Context: an optimization exercise on an open-source flow, tuned for small area and a short achievable clock period. The choices shown serve that exercise and are no tape-out recipe.
At most, simulation tests tie the RTL to the original design; equivalence was not proved.

==> try-lagoon <==
==> flow/design.v (excerpt) <==
module thumb (read_instruction_n, instruction_address,
              instruction, read_data_n, write_data_n,
              data_address, data_in, data_out, reset_n, clk);
Settings: LEC_CHECK=0, ABC_AREA=1, CAP_MARGIN=40, CORE_MARGIN=2, CORE_UTILIZATION=30, GPL_ROUTABILITY_DRIVEN=1, PLACE_DENSITY=0.45, SLEW_MARGIN=20; clock period 15.0 ns.
run.sh (not shown) runs the stock make flow with config.mk's settings and CLKGATE_MAP_FILE= SYNTH_SCRIPT=/design/flow/synth_recipe.tcl, a recipe that flattens the netlist after the stock synthesis.
==> try-juniper: changes against try-lagoon <==
--- a/flow/design.v
+++ b/flow/design.v
@@ -17,15 +17,14 @@
   reg [7:0] rvalid;           
   reg N_Flag, Z_Flag, C_Flag, V_Flag;
   reg n_mul, z_exr, z_mul;    
   reg [15:0] IF_IR;
   reg if_bub;                 
   reg branch_taken;
   reg [31:0] opA, opB, opS;
-  reg [15:0] e_one, e_two, e_neg;   
   reg e_a32, e_b32, e_cin1, e_cinc;
   reg e_radd, e_rlog, e_rshr, e_rshl, e_rmul;
   reg [3:0] e_tt;
   reg e_fill;
   reg e_fN, e_fZ, e_fC, e_fV;
   reg e_lsr0, e_zpre, e_rorc;
   reg e_wb, e_ld, e_st;
@@ -70,15 +69,15 @@
   wire [31:0] SH = sh6[32:1];
   wire shc = sh6[0];
   wire [31:0] SHL;
   generate for (g = 0; g < 32; g = g + 1) begin : rv
     assign SHL[g] = SH[31-g];
   end endgenerate
   wire [31:0] ms, mc;
-  thumb_mul mul (.a(opA), .one(e_one), .two(e_two), .neg(e_neg), .s(ms), .c(mc));
+  thumb_mul mul (.a(opA), .b(opB), .s(ms), .c(mc));
   wire [31:0] res = ({32{e_radd}} & S[31:0]) | ({32{e_rlog}} & L) |
                     ({32{e_rshr}} & SH) | ({32{e_rshl}} & SHL) |
                     ({32{e_rmul}} & ms);
   wire Nn = e_lsr0 ? shc : res[31];
   wire N_eff = n_mul ? P[31] : N_Flag;
   wire Z_eff = z_exr ? (EXR == 32'b0) : (z_mul ? (P == 32'b0) : Z_Flag);
   wire Cn = e_radd ? S[32] : (e_rorc ? opA[31] : shc);
@@ -105,37 +104,27 @@
   end
   wire sp_we = exv & e_spwe;
   wire lr_we = exv & e_lrwe;
   wire [31:0] SP_next = sp_we ? S[31:0] : SP;
   wire [31:0] LR_next = lr_we ? {S[31:1], S[0] | e_lror1} : LR;
   wire [15:0] ir = IF_IR;
   wire idv = ~if_bub & ~branch_taken;
-  function [2:0] hibit;
-    input [7:0] l;
-    integer k;
-    begin
-      hibit = 3'd0;
-      for (k = 0; k < 8; k = k + 1)
-        if (l[k]) hibit = k;
-    end
-  endfunction
-  wire [15:0] in = instruction;
-  wire n_dp = (in[15:10] == 6'b010000);
-  wire n_i8 = (in[15:13] == 3'b001);
-  wire n_push = (in[15:8] == 8'b10110100);
-  wire [2:0] ix_n = n_i8 ? in[10:8] : (n_dp ? in[2:0] : in[5:3]);
-  wire [2:0] iy_n = n_dp ? in[5:3] : in[8:6];
-  wire [2:0] iz_n = n_push ? hibit(in[7:0]) :
-                    ((in[15:12] == 4'b1001) ? in[10:8] : in[2:0]);
-  reg [2:0] ix, iy, iz;
-  always @(posedge clk) begin
-    ix <= ix_n; iy <= iy_n; iz <= iz_n;
-  end
-  wire [2:0] found = hibit(ir[7:0]);
+  reg [2:0] found;
+  always @* begin
+    found = 3'd0;
+    for (i = 0; i < 8; i = i + 1)
+      if (ir[i]) found = i;
+  end
+  wire f_dp = (ir[15:10] == 6'b010000);
+  wire f_i8 = (ir[15:13] == 3'b001);
+  wire [2:0] ix = f_i8 ? ir[10:8] : (f_dp ? ir[2:0] : ir[5:3]);
+  wire [2:0] iy = f_dp ? ir[5:3] : ir[8:6];
   wire is_push = (ir[15:8] == 8'b10110100);
+  wire is_pop = (ir[15:8] == 8'b10111100);
+  wire [2:0] iz = is_push ? found : ((ir[15:12] == 4'b1001) ? ir[10:8] : ir[2:0]);
   function [31:0] rread;
     input [2:0] idx;
     input [255:0] rf;
     input [7:0] vld;
     integer k;
     reg [7:0] sel;
     begin
@@ -147,15 +136,15 @@
         rread = rread | ({32{sel[k]}} & rf[32*k +: 32]);
     end
   endfunction
   wire [255:0] rflat = {R[7], R[6], R[5], R[4], R[3], R[2], R[1], R[0]};
   wire [31:0] X = rread(ix, rflat, rvalid);
   wire [31:0] Y = rread(iy, rflat, rvalid);
   wire [31:0] Zr = rread(iz, rflat, rvalid);
-  wire fwd = is_push & w_we & (w_rd == iz);
+  wire fwd = is_push & w_we & (w_rd == found);
   wire [31:0] Zv = fwd ? wb_data : Zr;
   wire [31:0] Xrev;
   generate for (g = 0; g < 32; g = g + 1) begin : xr
     assign Xrev[g] = X[31-g];
   end endgenerate
   wire [31:0] pc2 = PC + 32'd2;
   reg [2:0] asel;      
@@ -374,20 +363,14 @@
       default: B_d = {26'b0, amt};
     endcase
   end
   always @(posedge clk) begin
     opA <= A_d;
     opB <= B_d;
     opS <= Zv;
-    for (i = 0; i < 16; i = i + 1) begin
-      e_one[i] <= Y[2*i] ^ ((i == 0) ? 1'b0 : Y[2*i-1]);
-      e_two[i] <= (Y[2*i+1] & ~Y[2*i] & ~((i == 0) ? 1'b0 : Y[2*i-1])) |
-                  (~Y[2*i+1] & Y[2*i] & ((i == 0) ? 1'b0 : Y[2*i-1]));
-      e_neg[i] <= Y[2*i+1];
-    end
     e_a32 <= a32; e_b32 <= b32; e_cin1 <= cin1; e_cinc <= cinc;
     e_radd <= radd; e_rlog <= rlog; e_rshr <= rshr; e_rshl <= rshl;
     e_rmul <= rmul;
     e_tt <= tt;
     e_fill <= fill_s & X[31];
     e_lsr0 <= lsr0; e_zpre <= (X == 32'b0); e_rorc <= rorc;
     e_rd <= rd; e_ldt <= ldt;
@@ -462,21 +445,20 @@
     else if (w_we)
       rvalid[w_rd] <= 1'b1;
   end
   always @(posedge clk) begin
     if (w_we) R[w_rd] <= wb_data;
   end
 endmodule
-module thumb_mul (a, one, two, neg, s, c);
-  input [31:0] a;
-  input [15:0] one, two, neg;
+module thumb_mul (a, b, s, c);
+  input [31:0] a, b;
   output [31:0] s, c;
-  wire one0 = one[0];
-  wire two0 = two[0];
-  wire neg0 = neg[0];
+  wire one0 = b[0] ^ 1'b0;
+  wire two0 = (b[1] & ~b[0] & ~1'b0) | (~b[1] & b[0] & 1'b0);
+  wire neg0 = b[1];
   wire pp0_0 = ((one0 & a[0]) | (two0 & 1'b0)) ^ neg0;
   wire pp0_1 = ((one0 & a[1]) | (two0 & a[0])) ^ neg0;
   wire pp0_2 = ((one0 & a[2]) | (two0 & a[1])) ^ neg0;
   wire pp0_3 = ((one0 & a[3]) | (two0 & a[2])) ^ neg0;
   wire pp0_4 = ((one0 & a[4]) | (two0 & a[3])) ^ neg0;
   wire pp0_5 = ((one0 & a[5]) | (two0 & a[4])) ^ neg0;
   wire pp0_6 = ((one0 & a[6]) | (two0 & a[5])) ^ neg0;
@@ -501,17 +483,17 @@
   wire pp0_25 = ((one0 & a[25]) | (two0 & a[24])) ^ neg0;
   wire pp0_26 = ((one0 & a[26]) | (two0 & a[25])) ^ neg0;
   wire pp0_27 = ((one0 & a[27]) | (two0 & a[26])) ^ neg0;
   wire pp0_28 = ((one0 & a[28]) | (two0 & a[27])) ^ neg0;
   wire pp0_29 = ((one0 & a[29]) | (two0 & a[28])) ^ neg0;
   wire pp0_30 = ((one0 & a[30]) | (two0 & a[29])) ^ neg0;
   wire pp0_31 = ((one0 & a[31]) | (two0 & a[30])) ^ neg0;
-  wire one1 = one[1];
-  wire two1 = two[1];
-  wire neg1 = neg[1];
+  wire one1 = b[2] ^ b[1];
+  wire two1 = (b[3] & ~b[2] & ~b[1]) | (~b[3] & b[2] & b[1]);
+  wire neg1 = b[3];
   wire pp1_2 = ((one1 & a[0]) | (two1 & 1'b0)) ^ neg1;
   wire pp1_3 = ((one1 & a[1]) | (two1 & a[0])) ^ neg1;
   wire pp1_4 = ((one1 & a[2]) | (two1 & a[1])) ^ neg1;
   wire pp1_5 = ((one1 & a[3]) | (two1 & a[2])) ^ neg1;
   wire pp1_6 = ((one1 & a[4]) | (two1 & a[3])) ^ neg1;
   wire pp1_7 = ((one1 & a[5]) | (two1 & a[4])) ^ neg1;
   wire pp1_8 = ((one1 & a[6]) | (two1 & a[5])) ^ neg1;
@@ -534,17 +516,17 @@
   wire pp1_25 = ((one1 & a[23]) | (two1 & a[22])) ^ neg1;
   wire pp1_26 = ((one1 & a[24]) | (two1 & a[23])) ^ neg1;
   wire pp1_27 = ((one1 & a[25]) | (two1 & a[24])) ^ neg1;
   wire pp1_28 = ((one1 & a[26]) | (two1 & a[25])) ^ neg1;
   wire pp1_29 = ((one1 & a[27]) | (two1 & a[26])) ^ neg1;
   wire pp1_30 = ((one1 & a[28]) | (two1 & a[27])) ^ neg1;
   wire pp1_31 = ((one1 & a[29]) | (two1 & a[28])) ^ neg1;
-  wire one2 = one[2];
-  wire two2 = two[2];
-  wire neg2 = neg[2];
+  wire one2 = b[4] ^ b[3];
+  wire two2 = (b[5] & ~b[4] & ~b[3]) | (~b[5] & b[4] & b[3]);
+  wire neg2 = b[5];
   wire pp2_4 = ((one2 & a[0]) | (two2 & 1'b0)) ^ neg2;
   wire pp2_5 = ((one2 & a[1]) | (two2 & a[0])) ^ neg2;
   wire pp2_6 = ((one2 & a[2]) | (two2 & a[1])) ^ neg2;
   wire pp2_7 = ((one2 & a[3]) | (two2 & a[2])) ^ neg2;
   wire pp2_8 = ((one2 & a[4]) | (two2 & a[3])) ^ neg2;
   wire pp2_9 = ((one2 & a[5]) | (two2 & a[4])) ^ neg2;
   wire pp2_10 = ((one2 & a[6]) | (two2 & a[5])) ^ neg2;
@@ -565,17 +547,17 @@
   wire pp2_25 = ((one2 & a[21]) | (two2 & a[20])) ^ neg2;
   wire pp2_26 = ((one2 & a[22]) | (two2 & a[21])) ^ neg2;
   wire pp2_27 = ((one2 & a[23]) | (two2 & a[22])) ^ neg2;
   wire pp2_28 = ((one2 & a[24]) | (two2 & a[23])) ^ neg2;
   wire pp2_29 = ((one2 & a[25]) | (two2 & a[24])) ^ neg2;
   wire pp2_30 = ((one2 & a[26]) | (two2 & a[25])) ^ neg2;
   wire pp2_31 = ((one2 & a[27]) | (two2 & a[26])) ^ neg2;
-  wire one3 = one[3];
-  wire two3 = two[3];
-  wire neg3 = neg[3];
+  wire one3 = b[6] ^ b[5];
+  wire two3 = (b[7] & ~b[6] & ~b[5]) | (~b[7] & b[6] & b[5]);
+  wire neg3 = b[7];
   wire pp3_6 = ((one3 & a[0]) | (two3 & 1'b0)) ^ neg3;
   wire pp3_7 = ((one3 & a[1]) | (two3 & a[0])) ^ neg3;
   wire pp3_8 = ((one3 & a[2]) | (two3 & a[1])) ^ neg3;
   wire pp3_9 = ((one3 & a[3]) | (two3 & a[2])) ^ neg3;
   wire pp3_10 = ((one3 & a[4]) | (two3 & a[3])) ^ neg3;
   wire pp3_11 = ((one3 & a[5]) | (two3 & a[4])) ^ neg3;
   wire pp3_12 = ((one3 & a[6]) | (two3 & a[5])) ^ neg3;
@@ -594,17 +576,17 @@
   wire pp3_25 = ((one3 & a[19]) | (two3 & a[18])) ^ neg3;
   wire pp3_26 = ((one3 & a[20]) | (two3 & a[19])) ^ neg3;
   wire pp3_27 = ((one3 & a[21]) | (two3 & a[20])) ^ neg3;
   wire pp3_28 = ((one3 & a[22]) | (two3 & a[21])) ^ neg3;
   wire pp3_29 = ((one3 & a[23]) | (two3 & a[22])) ^ neg3;
   wire pp3_30 = ((one3 & a[24]) | (two3 & a[23])) ^ neg3;
   wire pp3_31 = ((one3 & a[25]) | (two3 & a[24])) ^ neg3;
-  wire one4 = one[4];
-  wire two4 = two[4];
-  wire neg4 = neg[4];
+  wire one4 = b[8] ^ b[7];
+  wire two4 = (b[9] & ~b[8] & ~b[7]) | (~b[9] & b[8] & b[7]);
+  wire neg4 = b[9];
   wire pp4_8 = ((one4 & a[0]) | (two4 & 1'b0)) ^ neg4;
   wire pp4_9 = ((one4 & a[1]) | (two4 & a[0])) ^ neg4;
   wire pp4_10 = ((one4 & a[2]) | (two4 & a[1])) ^ neg4;
   wire pp4_11 = ((one4 & a[3]) | (two4 & a[2])) ^ neg4;
   wire pp4_12 = ((one4 & a[4]) | (two4 & a[3])) ^ neg4;
   wire pp4_13 = ((one4 & a[5]) | (two4 & a[4])) ^ neg4;
   wire pp4_14 = ((one4 & a[6]) | (two4 & a[5])) ^ neg4;
@@ -621,17 +603,17 @@
   wire pp4_25 = ((one4 & a[17]) | (two4 & a[16])) ^ neg4;
   wire pp4_26 = ((one4 & a[18]) | (two4 & a[17])) ^ neg4;
   wire pp4_27 = ((one4 & a[19]) | (two4 & a[18])) ^ neg4;
   wire pp4_28 = ((one4 & a[20]) | (two4 & a[19])) ^ neg4;
   wire pp4_29 = ((one4 & a[21]) | (two4 & a[20])) ^ neg4;
   wire pp4_30 = ((one4 & a[22]) | (two4 & a[21])) ^ neg4;
   wire pp4_31 = ((one4 & a[23]) | (two4 & a[22])) ^ neg4;
-  wire one5 = one[5];
-  wire two5 = two[5];
-  wire neg5 = neg[5];
+  wire one5 = b[10] ^ b[9];
+  wire two5 = (b[11] & ~b[10] & ~b[9]) | (~b[11] & b[10] & b[9]);
+  wire neg5 = b[11];
   wire pp5_10 = ((one5 & a[0]) | (two5 & 1'b0)) ^ neg5;
   wire pp5_11 = ((one5 & a[1]) | (two5 & a[0])) ^ neg5;
   wire pp5_12 = ((one5 & a[2]) | (two5 & a[1])) ^ neg5;
   wire pp5_13 = ((one5 & a[3]) | (two5 & a[2])) ^ neg5;
   wire pp5_14 = ((one5 & a[4]) | (two5 & a[3])) ^ neg5;
   wire pp5_15 = ((one5 & a[5]) | (two5 & a[4])) ^ neg5;
   wire pp5_16 = ((one5 & a[6]) | (two5 & a[5])) ^ neg5;
@@ -646,17 +628,17 @@
   wire pp5_25 = ((one5 & a[15]) | (two5 & a[14])) ^ neg5;
   wire pp5_26 = ((one5 & a[16]) | (two5 & a[15])) ^ neg5;
   wire pp5_27 = ((one5 & a[17]) | (two5 & a[16])) ^ neg5;
   wire pp5_28 = ((one5 & a[18]) | (two5 & a[17])) ^ neg5;
   wire pp5_29 = ((one5 & a[19]) | (two5 & a[18])) ^ neg5;
   wire pp5_30 = ((one5 & a[20]) | (two5 & a[19])) ^ neg5;
   wire pp5_31 = ((one5 & a[21]) | (two5 & a[20])) ^ neg5;
-  wire one6 = one[6];
-  wire two6 = two[6];
-  wire neg6 = neg[6];
+  wire one6 = b[12] ^ b[11];
+  wire two6 = (b[13] & ~b[12] & ~b[11]) | (~b[13] & b[12] & b[11]);
+  wire neg6 = b[13];
   wire pp6_12 = ((one6 & a[0]) | (two6 & 1'b0)) ^ neg6;
   wire pp6_13 = ((one6 & a[1]) | (two6 & a[0])) ^ neg6;
   wire pp6_14 = ((one6 & a[2]) | (two6 & a[1])) ^ neg6;
   wire pp6_15 = ((one6 & a[3]) | (two6 & a[2])) ^ neg6;
   wire pp6_16 = ((one6 & a[4]) | (two6 & a[3])) ^ neg6;
   wire pp6_17 = ((one6 & a[5]) | (two6 & a[4])) ^ neg6;
   wire pp6_18 = ((one6 & a[6]) | (two6 & a[5])) ^ neg6;
@@ -669,17 +651,17 @@
   wire pp6_25 = ((one6 & a[13]) | (two6 & a[12])) ^ neg6;
   wire pp6_26 = ((one6 & a[14]) | (two6 & a[13])) ^ neg6;
   wire pp6_27 = ((one6 & a[15]) | (two6 & a[14])) ^ neg6;
   wire pp6_28 = ((one6 & a[16]) | (two6 & a[15])) ^ neg6;
   wire pp6_29 = ((one6 & a[17]) | (two6 & a[16])) ^ neg6;
   wire pp6_30 = ((one6 & a[18]) | (two6 & a[17])) ^ neg6;
   wire pp6_31 = ((one6 & a[19]) | (two6 & a[18])) ^ neg6;
-  wire one7 = one[7];
-  wire two7 = two[7];
-  wire neg7 = neg[7];
+  wire one7 = b[14] ^ b[13];
+  wire two7 = (b[15] & ~b[14] & ~b[13]) | (~b[15] & b[14] & b[13]);
+  wire neg7 = b[15];
   wire pp7_14 = ((one7 & a[0]) | (two7 & 1'b0)) ^ neg7;
   wire pp7_15 = ((one7 & a[1]) | (two7 & a[0])) ^ neg7;
   wire pp7_16 = ((one7 & a[2]) | (two7 & a[1])) ^ neg7;
   wire pp7_17 = ((one7 & a[3]) | (two7 & a[2])) ^ neg7;
   wire pp7_18 = ((one7 & a[4]) | (two7 & a[3])) ^ neg7;
   wire pp7_19 = ((one7 & a[5]) | (two7 & a[4])) ^ neg7;
   wire pp7_20 = ((one7 & a[6]) | (two7 & a[5])) ^ neg7;
@@ -690,17 +672,17 @@
   wire pp7_25 = ((one7 & a[11]) | (two7 & a[10])) ^ neg7;
   wire pp7_26 = ((one7 & a[12]) | (two7 & a[11])) ^ neg7;
   wire pp7_27 = ((one7 & a[13]) | (two7 & a[12])) ^ neg7;
   wire pp7_28 = ((one7 & a[14]) | (two7 & a[13])) ^ neg7;
   wire pp7_29 = ((one7 & a[15]) | (two7 & a[14])) ^ neg7;
   wire pp7_30 = ((one7 & a[16]) | (two7 & a[15])) ^ neg7;
   wire pp7_31 = ((one7 & a[17]) | (two7 & a[16])) ^ neg7;
-  wire one8 = one[8];
-  wire two8 = two[8];
-  wire neg8 = neg[8];
+  wire one8 = b[16] ^ b[15];
+  wire two8 = (b[17] & ~b[16] & ~b[15]) | (~b[17] & b[16] & b[15]);
+  wire neg8 = b[17];
   wire pp8_16 = ((one8 & a[0]) | (two8 & 1'b0)) ^ neg8;
   wire pp8_17 = ((one8 & a[1]) | (two8 & a[0])) ^ neg8;
   wire pp8_18 = ((one8 & a[2]) | (two8 & a[1])) ^ neg8;
   wire pp8_19 = ((one8 & a[3]) | (two8 & a[2])) ^ neg8;
   wire pp8_20 = ((one8 & a[4]) | (two8 & a[3])) ^ neg8;
   wire pp8_21 = ((one8 & a[5]) | (two8 & a[4])) ^ neg8;
   wire pp8_22 = ((one8 & a[6]) | (two8 & a[5])) ^ neg8;
@@ -709,89 +691,89 @@
   wire pp8_25 = ((one8 & a[9]) | (two8 & a[8])) ^ neg8;
   wire pp8_26 = ((one8 & a[10]) | (two8 & a[9])) ^ neg8;
   wire pp8_27 = ((one8 & a[11]) | (two8 & a[10])) ^ neg8;
   wire pp8_28 = ((one8 & a[12]) | (two8 & a[11])) ^ neg8;
   wire pp8_29 = ((one8 & a[13]) | (two8 & a[12])) ^ neg8;
   wire pp8_30 = ((one8 & a[14]) | (two8 & a[13])) ^ neg8;
   wire pp8_31 = ((one8 & a[15]) | (two8 & a[14])) ^ neg8;
-  wire one9 = one[9];
-  wire two9 = two[9];
-  wire neg9 = neg[9];
+  wire one9 = b[18] ^ b[17];
+  wire two9 = (b[19] & ~b[18] & ~b[17]) | (~b[19] & b[18] & b[17]);
+  wire neg9 = b[19];
   wire pp9_18 = ((one9 & a[0]) | (two9 & 1'b0)) ^ neg9;
   wire pp9_19 = ((one9 & a[1]) | (two9 & a[0])) ^ neg9;
   wire pp9_20 = ((one9 & a[2]) | (two9 & a[1])) ^ neg9;
   wire pp9_21 = ((one9 & a[3]) | (two9 & a[2])) ^ neg9;
   wire pp9_22 = ((one9 & a[4]) | (two9 & a[3])) ^ neg9;
   wire pp9_23 = ((one9 & a[5]) | (two9 & a[4])) ^ neg9;
   wire pp9_24 = ((one9 & a[6]) | (two9 & a[5])) ^ neg9;
   wire pp9_25 = ((one9 & a[7]) | (two9 & a[6])) ^ neg9;
   wire pp9_26 = ((one9 & a[8]) | (two9 & a[7])) ^ neg9;
   wire pp9_27 = ((one9 & a[9]) | (two9 & a[8])) ^ neg9;
   wire pp9_28 = ((one9 & a[10]) | (two9 & a[9])) ^ neg9;
   wire pp9_29 = ((one9 & a[11]) | (two9 & a[10])) ^ neg9;
   wire pp9_30 = ((one9 & a[12]) | (two9 & a[11])) ^ neg9;
   wire pp9_31 = ((one9 & a[13]) | (two9 & a[12])) ^ neg9;
-  wire one10 = one[10];
-  wire two10 = two[10];
-  wire neg10 = neg[10];
+  wire one10 = b[20] ^ b[19];
+  wire two10 = (b[21] & ~b[20] & ~b[19]) | (~b[21] & b[20] & b[19]);
+  wire neg10 = b[21];
   wire pp10_20 = ((one10 & a[0]) | (two10 & 1'b0)) ^ neg10;
   wire pp10_21 = ((one10 & a[1]) | (two10 & a[0])) ^ neg10;
   wire pp10_22 = ((one10 & a[2]) | (two10 & a[1])) ^ neg10;
   wire pp10_23 = ((one10 & a[3]) | (two10 & a[2])) ^ neg10;
   wire pp10_24 = ((one10 & a[4]) | (two10 & a[3])) ^ neg10;
   wire pp10_25 = ((one10 & a[5]) | (two10 & a[4])) ^ neg10;
   wire pp10_26 = ((one10 & a[6]) | (two10 & a[5])) ^ neg10;
   wire pp10_27 = ((one10 & a[7]) | (two10 & a[6])) ^ neg10;
   wire pp10_28 = ((one10 & a[8]) | (two10 & a[7])) ^ neg10;
   wire pp10_29 = ((one10 & a[9]) | (two10 & a[8])) ^ neg10;
   wire pp10_30 = ((one10 & a[10]) | (two10 & a[9])) ^ neg10;
   wire pp10_31 = ((one10 & a[11]) | (two10 & a[10])) ^ neg10;
-  wire one11 = one[11];
-  wire two11 = two[11];
-  wire neg11 = neg[11];
+  wire one11 = b[22] ^ b[21];
+  wire two11 = (b[23] & ~b[22] & ~b[21]) | (~b[23] & b[22] & b[21]);
+  wire neg11 = b[23];
   wire pp11_22 = ((one11 & a[0]) | (two11 & 1'b0)) ^ neg11;
   wire pp11_23 = ((one11 & a[1]) | (two11 & a[0])) ^ neg11;
   wire pp11_24 = ((one11 & a[2]) | (two11 & a[1])) ^ neg11;
   wire pp11_25 = ((one11 & a[3]) | (two11 & a[2])) ^ neg11;
   wire pp11_26 = ((one11 & a[4]) | (two11 & a[3])) ^ neg11;
   wire pp11_27 = ((one11 & a[5]) | (two11 & a[4])) ^ neg11;
   wire pp11_28 = ((one11 & a[6]) | (two11 & a[5])) ^ neg11;
   wire pp11_29 = ((one11 & a[7]) | (two11 & a[6])) ^ neg11;
   wire pp11_30 = ((one11 & a[8]) | (two11 & a[7])) ^ neg11;
   wire pp11_31 = ((one11 & a[9]) | (two11 & a[8])) ^ neg11;
-  wire one12 = one[12];
-  wire two12 = two[12];
-  wire neg12 = neg[12];
+  wire one12 = b[24] ^ b[23];
+  wire two12 = (b[25] & ~b[24] & ~b[23]) | (~b[25] & b[24] & b[23]);
+  wire neg12 = b[25];
   wire pp12_24 = ((one12 & a[0]) | (two12 & 1'b0)) ^ neg12;
   wire pp12_25 = ((one12 & a[1]) | (two12 & a[0])) ^ neg12;
   wire pp12_26 = ((one12 & a[2]) | (two12 & a[1])) ^ neg12;
   wire pp12_27 = ((one12 & a[3]) | (two12 & a[2])) ^ neg12;
   wire pp12_28 = ((one12 & a[4]) | (two12 & a[3])) ^ neg12;
   wire pp12_29 = ((one12 & a[5]) | (two12 & a[4])) ^ neg12;
   wire pp12_30 = ((one12 & a[6]) | (two12 & a[5])) ^ neg12;
   wire pp12_31 = ((one12 & a[7]) | (two12 & a[6])) ^ neg12;
-  wire one13 = one[13];
-  wire two13 = two[13];
-  wire neg13 = neg[13];
+  wire one13 = b[26] ^ b[25];
+  wire two13 = (b[27] & ~b[26] & ~b[25]) | (~b[27] & b[26] & b[25]);
+  wire neg13 = b[27];
   wire pp13_26 = ((one13 & a[0]) | (two13 & 1'b0)) ^ neg13;
   wire pp13_27 = ((one13 & a[1]) | (two13 & a[0])) ^ neg13;
   wire pp13_28 = ((one13 & a[2]) | (two13 & a[1])) ^ neg13;
   wire pp13_29 = ((one13 & a[3]) | (two13 & a[2])) ^ neg13;
   wire pp13_30 = ((one13 & a[4]) | (two13 & a[3])) ^ neg13;
   wire pp13_31 = ((one13 & a[5]) | (two13 & a[4])) ^ neg13;
-  wire one14 = one[14];
-  wire two14 = two[14];
-  wire neg14 = neg[14];
+  wire one14 = b[28] ^ b[27];
+  wire two14 = (b[29] & ~b[28] & ~b[27]) | (~b[29] & b[28] & b[27]);
+  wire neg14 = b[29];
   wire pp14_28 = ((one14 & a[0]) | (two14 & 1'b0)) ^ neg14;
   wire pp14_29 = ((one14 & a[1]) | (two14 & a[0])) ^ neg14;
   wire pp14_30 = ((one14 & a[2]) | (two14 & a[1])) ^ neg14;
   wire pp14_31 = ((one14 & a[3]) | (two14 & a[2])) ^ neg14;
-  wire one15 = one[15];
-  wire two15 = two[15];
-  wire neg15 = neg[15];
+  wire one15 = b[30] ^ b[29];
+  wire two15 = (b[31] & ~b[30] & ~b[29]) | (~b[31] & b[30] & b[29]);
+  wire neg15 = b[31];
   wire pp15_30 = ((one15 & a[0]) | (two15 & 1'b0)) ^ neg15;
   wire pp15_31 = ((one15 & a[1]) | (two15 & a[0])) ^ neg15;
   wire hs1;
   wire hc2;
   assign hs1 = pp0_24 ^ pp1_24;
   assign hc2 = pp0_24 & pp1_24;
   wire hs3;
ABC_AREA = not set   (was 1)
==> summary.txt <==
| quantity | try-juniper | try-lagoon |
|---|---|---|
| Result of the run | timing/DRC/antenna clean | timing/DRC/antenna clean |
| Worst Hold Slack | 0.324 ns | 0.328 ns |
| Number of tap cells added at floorplan | 2,310 | 2,072 |
| Routing usage on met2 | 0.456 | 0.488 |
| Net count after synthesis | 6,631 | 6,461 |
| Origin of the worst min-delay path | e_rd[0]$_DFF_P_ | e_rd[1]$_DFF_P_ |
| First-pass iteration count of the detailed router | 13 | 10 |
| Sequential element share of the synthesized area | 0.289 | 0.337 |
| Met1 Use GR | 0.359 | 0.422 |
| Logic depth of the worst path, buffers included | 22 | 21 |
| Tcrit/Tclk final | 0.468 | 0.392 |
| Antenna violations before repair | 18 | 21 |
| Number of clock buffers in the layout | 87 | 102 |
| Cell Rows | 152 | 146 |
| Arrival time reported for the critical path endpoint | 7.54 ns | 6.48 ns |
For try-lagoon, only the layout was checked, not whether the RTL still works.

==> static timing again, ports no longer ideal <==
Ports are ideal in the flow. The routed layouts listed here were re-timed in OpenROAD. Step 1: set_driving_cell puts a clkbuf_16 on clk and a buf_2 on each other input, an assumption about the parent block. Step 2 adds t to the input delays and takes it off the output delays; t is the mean of the earliest and latest rising clock arrival at the registers after step 1. Input paths then give back, and output paths get back, about the clock's delay inside the block. Three values: no drivers, after step 1, after step 2; two values: the first two.
| run | t (ns) | slack for setup (ns) | hold slack, ns | latest minus earliest clock arrival (ns) |
|---|---|---|---|---|
| try-lagoon | 0.783 | 9.119 / 9.119 / 9.119 | 0.328 / 0.328 / 0.328 | 0.040 / 0.040 |
| try-juniper | 0.722 | 7.980 / 7.980 / 7.980 | 0.324 / 0.324 / 0.324 | 0.036 / 0.036 |
After both steps every run listed still meets setup and hold.
